This design comes from an exercise in tuning for small area and a short achievable clock period on the open sky130 flow, not from production work. At most, simulation tests tie the RTL to the original design; equivalence was not proved. The flow treats the clock pin as an ideal source. Dropping or thinning the clock tree relies on that and would not hold on a real chip. Power is estimated from default activity; no workload was simulated.

// mac_unit
module mac_unit(input clk,en,clr,
                input [15:0]a,b,
                output [39:0]c);
Size in the first run: ~1,100 cells after synthesis, ~190 flip-flops, ~75 I/O pins, about 0.012 mm² of cells after synthesis.
clock: 13.5 ns
lec_check: 0
cap_margin: 20
core_margin: 2
core_utilization: 40
cts_buf_list: sky130_fd_sc_hd__clkbuf_8
slew_margin: 20
synth_hierarchical: 1
synth_minimum_keep_size: 0
standard.sh (not shown) runs the stock make flow with config.mk's settings and CLKGATE_MAP_FILE= SYNTH_SCRIPT=/design/flow/synth_recipe.tcl, a recipe that flattens the netlist after the stock synthesis.
==> flow/flow/run.sh <==
#!/bin/bash
# The standard layout (standard.sh), with these changes:
#  - every port gets a buf_1 buffer (ORFS's buffer_ports with -buffer_cell);
#  - before the resize step (flow/sizes.tcl) the output buffers become buf_2 and the
#    accumulator flip-flops that drive them dfxtp_2;
#  - setup repair aims for 9.70 ns of slack at the design's clock period, and
#    does not remove buffers (so every port keeps its buffer).
# ORFS writes each step's full log under orfs/logs/; make's own output goes to standard.log.
export BUFFER_PORTS_ARGS="-buffer_cell sky130_fd_sc_hd__buf_1"
export PRE_RESIZE_TCL=$PWD/flow/sizes.tcl
export SETUP_SLACK_MARGIN=9.70
export SKIP_BUFFER_REMOVAL=1
bash standard.sh > standard.log 2>&1
==> flow/flow/sizes.tcl <==
# Sizes of the output buffers (made by buffer_ports, named output*) and of the
# accumulator flip-flops that drive them.
foreach inst [get_cells {output*}] {
  replace_cell $inst sky130_fd_sc_hd__buf_2
}
foreach inst [get_cells {a1.acc*}] {
  replace_cell $inst sky130_fd_sc_hd__dfxtp_2
}
Edit:
--- a/flow/flow/run.sh
+++ b/flow/flow/run.sh
@@ -2,6 +2,4 @@
 # The standard layout (standard.sh), with these changes:
 #  - every port gets a buf_1 buffer (ORFS's buffer_ports with -buffer_cell);
-#  - before the resize step (flow/sizes.tcl) the output buffers become buf_2 and the
-#    accumulator flip-flops that drive them dfxtp_2;
 #  - setup repair aims for 9.70 ns of slack at the design's clock period, and
 #    does not remove buffers (so every port keeps its buffer).
==> flow/flow/sizes.tcl (replaced) <==
# Sizes of the output buffers (made by buffer_ports, named output*), of the
# accumulator flip-flops that drive them, and of the operand flip-flops.
foreach inst [get_cells {output*}] {
  replace_cell $inst sky130_fd_sc_hd__buf_2
}
foreach inst [get_cells {a1.acc*}] {
  replace_cell $inst sky130_fd_sc_hd__dfxtp_2
}
foreach inst [get_cells {m1.ra* m1.rb*}] {
  replace_cell $inst sky130_fd_sc_hd__dfxtp_2
}
Result:
- final area increases slightly
- clock-buffer cell count is higher by 1
- non-clock buffer count is unchanged
- total power is higher slightly
- flip-flop and latch count stays the same
- critical path depth is unchanged
- clock power rose by a few percent
- routed wire length climbs slightly
No functional check of the RTL was part of any run of this note.


Another version of the RTL of mac_unit (not shown whole).
Size in the first run: ~190 flip-flops, ~75 I/O pins, about 12000 um2 of cells after synthesis.
==> flow/design.v (excerpt) <==
module mac_unit(input clk,en,clr,
                input [15:0]a,b,
                output [39:0]c);
wire [31:0]temp1;
mul_16x16 m1(clk,a,b,temp1);
accumulator a1(clk,en,clr,temp1,c);
endmodule
clock: 13.5 ns
lec_check: 0
cap_margin: 20
core_margin: 2
core_utilization: 40
slew_margin: 20
synth_hierarchical: 1
synth_minimum_keep_size: 0
==> flow/flow/run.sh <==
#!/bin/bash
# The standard layout (standard.sh), with these changes:
#  - every port gets a buf_1 buffer (ORFS's buffer_ports with -buffer_cell);
#  - after CTS (flow/clocktree.tcl) the clock tree is rebuilt as two balanced
#    levels of inverters (4 inv_6 on the clock port, 8 inv_12 driving the flip-flops);
#  - setup repair aims for 9.70 ns of slack at the design's clock period, and
#    does not remove buffers (so every port keeps its buffer).
# ORFS writes each step's full log under orfs/logs/; make's own output goes to standard.log.
export BUFFER_PORTS_ARGS="-buffer_cell sky130_fd_sc_hd__buf_1"
export PRE_RESIZE_TCL=$PWD/flow/sizes.tcl
export POST_CTS_TCL=$PWD/flow/clocktree.tcl
export SETUP_SLACK_MARGIN=9.70
export SKIP_BUFFER_REMOVAL=1
bash standard.sh > standard.log 2>&1
==> flow/flow/clocktree.tcl <==
set block [ord::get_db_block]
set db [ord::get_db]
set leafm [$db findMaster sky130_fd_sc_hd__inv_12]
set rootm [$db findMaster sky130_fd_sc_hd__inv_6]
set clk_net [$block findNet clk]

set ffs {}
foreach inst [$block getInsts] {
  if {[string match "sky130_fd_sc_hd__df*" [[$inst getMaster] getName]]} {
    lappend ffs $inst
  }
}
# remove the CTS buffers, its dummy loads, and its nets
set old_nets {}
foreach inst [$block getInsts] {
  if {[string match "clkload*" [$inst getName]]} {
    odb::dbInst_destroy $inst
  } elseif {[string match "clkbuf_*_clk" [$inst getName]]} {
    set onet [[$inst findITerm X] getNet]
    if {$onet != "NULL"} { lappend old_nets $onet }
    odb::dbInst_destroy $inst
  }
}
foreach ff $ffs {
  set it [$ff findITerm CLK]
  set n [$it getNet]
  if {$n != "NULL" && [$n getName] != "clk"} { $it disconnect }
}
foreach n $old_nets {
  if {[llength [$n getITerms]] == 0} { odb::dbNet_destroy $n }
}
if {[llength [$clk_net getITerms]] != 0} { error "clock port still drives cells" }

proc ffx {ff} { return [lindex [$ff getLocation] 0] }
proc ffy {ff} { return [lindex [$ff getLocation] 1] }
proc split2 {l axis} {
  set s [lsort -command [list apply {{axis a b} {expr {[ff$axis $a] - [ff$axis $b]}}} $axis] $l]
  set h [expr {[llength $s] / 2}]
  return [list [lrange $s 0 [expr {$h - 1}]] [lrange $s $h end]]
}
proc centroid {l} {
  set sx 0; set sy 0
  foreach ff $l { set sx [expr {$sx + [ffx $ff]}]; set sy [expr {$sy + [ffy $ff]}] }
  return [list [expr {$sx / [llength $l]}] [expr {$sy / [llength $l]}]]
}
proc add_buf {block master name loc in_net out_name} {
  set buf [odb::dbInst_create $block $master $name]
  $buf setLocation {*}$loc
  $buf setPlacementStatus PLACED
  [$buf findITerm A] connect $in_net
  set net [odb::dbNet_create $block $out_name]
  $net setSigType CLOCK
  [$buf findITerm Y] connect $net
  return $net
}
set quads {}
foreach half [split2 $ffs x] { lappend quads {*}[split2 $half y] }
set k 0
foreach q $quads {
  set rnet [add_buf $block $rootm "clkroot_$k" [centroid $q] $clk_net "clknet_root_$k"]
  set j 0
  foreach part [split2 $q x] {
    set lnet [add_buf $block $leafm "clkleaf_${k}_$j" [centroid $part] $rnet "clknet_leaf_${k}_$j"]
    foreach ff $part { [$ff findITerm CLK] connect $lnet }
    puts "clock inverter clkleaf_${k}_$j drives [llength $part] flip-flops"
    incr j
  }
  incr k
}

detailed_placement
check_placement -verbose
estimate_parasitics -placement
report_clock_skew
==> flow/flow/sizes.tcl <==
# Sizes of the output buffers (made by buffer_ports, named output*) and of the
# accumulator flip-flops that drive them.
foreach inst [get_cells {output*}] {
  replace_cell $inst sky130_fd_sc_hd__buf_1
}
foreach inst [get_cells {a1.acc*}] {
  replace_cell $inst sky130_fd_sc_hd__dfxtp_1
}
# the input buffers of en and clr, which drive the accumulator's control gates
foreach port {en clr} {
  foreach inst [get_cells -of_objects [get_nets $port]] {
    replace_cell $inst sky130_fd_sc_hd__buf_8
  }
}
foreach inst [get_cells {m1.ra* m1.rb*}] {
  replace_cell $inst sky130_fd_sc_hd__dfxtp_4
}
Next try:
--- a/flow/flow/run.sh
+++ b/flow/flow/run.sh
@@ -3,5 +3,5 @@
 #  - every port gets a buf_1 buffer (ORFS's buffer_ports with -buffer_cell);
 #  - after CTS (flow/clocktree.tcl) the clock tree is rebuilt as two balanced
-#    levels of inverters (4 inv_6 on the clock port, 8 inv_12 driving the flip-flops);
+#    levels of inverters (4 inv_8 on the clock port, 8 inv_16 driving the flip-flops);
 #  - setup repair aims for 9.70 ns of slack at the design's clock period, and
 #    does not remove buffers (so every port keeps its buffer).
--- a/flow/flow/clocktree.tcl
+++ b/flow/flow/clocktree.tcl
@@ -1,6 +1,6 @@
 set block [ord::get_db_block]
 set db [ord::get_db]
-set leafm [$db findMaster sky130_fd_sc_hd__inv_12]
-set rootm [$db findMaster sky130_fd_sc_hd__inv_6]
+set leafm [$db findMaster sky130_fd_sc_hd__inv_16]
+set rootm [$db findMaster sky130_fd_sc_hd__inv_8]
 set clk_net [$block findNet clk]
 
Wire length came out higher by 0.54%.
Setup slack gets worse by 0.0044 ns.
Die area stays the same.
Total power came out higher by 1.3%.
Sequential share of layout area hardly moves.
Global-route usage barely changes.
Next try:
--- a/flow/flow/sizes.tcl
+++ b/flow/flow/sizes.tcl
@@ -2,8 +2,8 @@
 # accumulator flip-flops that drive them.
 foreach inst [get_cells {output*}] {
-  replace_cell $inst sky130_fd_sc_hd__buf_1
+  replace_cell $inst sky130_fd_sc_hd__buf_2
 }
 foreach inst [get_cells {a1.acc*}] {
-  replace_cell $inst sky130_fd_sc_hd__dfxtp_1
+  replace_cell $inst sky130_fd_sc_hd__dfxtp_2
 }
 # the input buffers of en and clr, which drive the accumulator's control gates
Result: The changed run finished with timing, DRC and antenna clean; cell area rose slightly; global-route usage went down by 0.15 points; area after synthesis is unchanged.
No run of this note takes its clock network from TritonCTS; it comes from the design's own scripts or RTL.

-- separate check: timing with driven ports --
The results above use ideal ports. As a check the final layouts listed here were re-extracted and re-timed, cells and wires unchanged. Step 1 sets driving cells, clkbuf_16 on the clock port and buf_2 on the other inputs (assumed; they add their load-dependent delay and slew). Step 2 also shifts input and output timing later by t, the mid clock arrival at the registers, as if the neighbouring blocks saw the same clock. Slacks: no drivers / after step 1 / after step 2; pairs: no drivers / after step 1.
run | t (ns) | slack for setup (ns) | worst slew at a driven data input, ns
the first run of note 1 | 0.506 | 9.797 / 9.757 / 9.615 | 0.03
the second run of note 1 | 0.520 | 9.789 / 9.747 / 9.641 | 0.03
the first run of note 2 | 0.266 | 9.967 / 9.908 / 9.820 | 0.05
the second run of note 2 | 0.272 | 9.963 / 9.907 / 9.812 | 0.05
the third run of note 2 | 0.277 | 9.961 / 9.961 / 9.817 | 0.06
After both steps setup and hold are still met in every run listed. For the first run of note 1, which loses most, drivers alone change the setup slack by -0.040 ns; drivers and shift together by -0.182 ns.
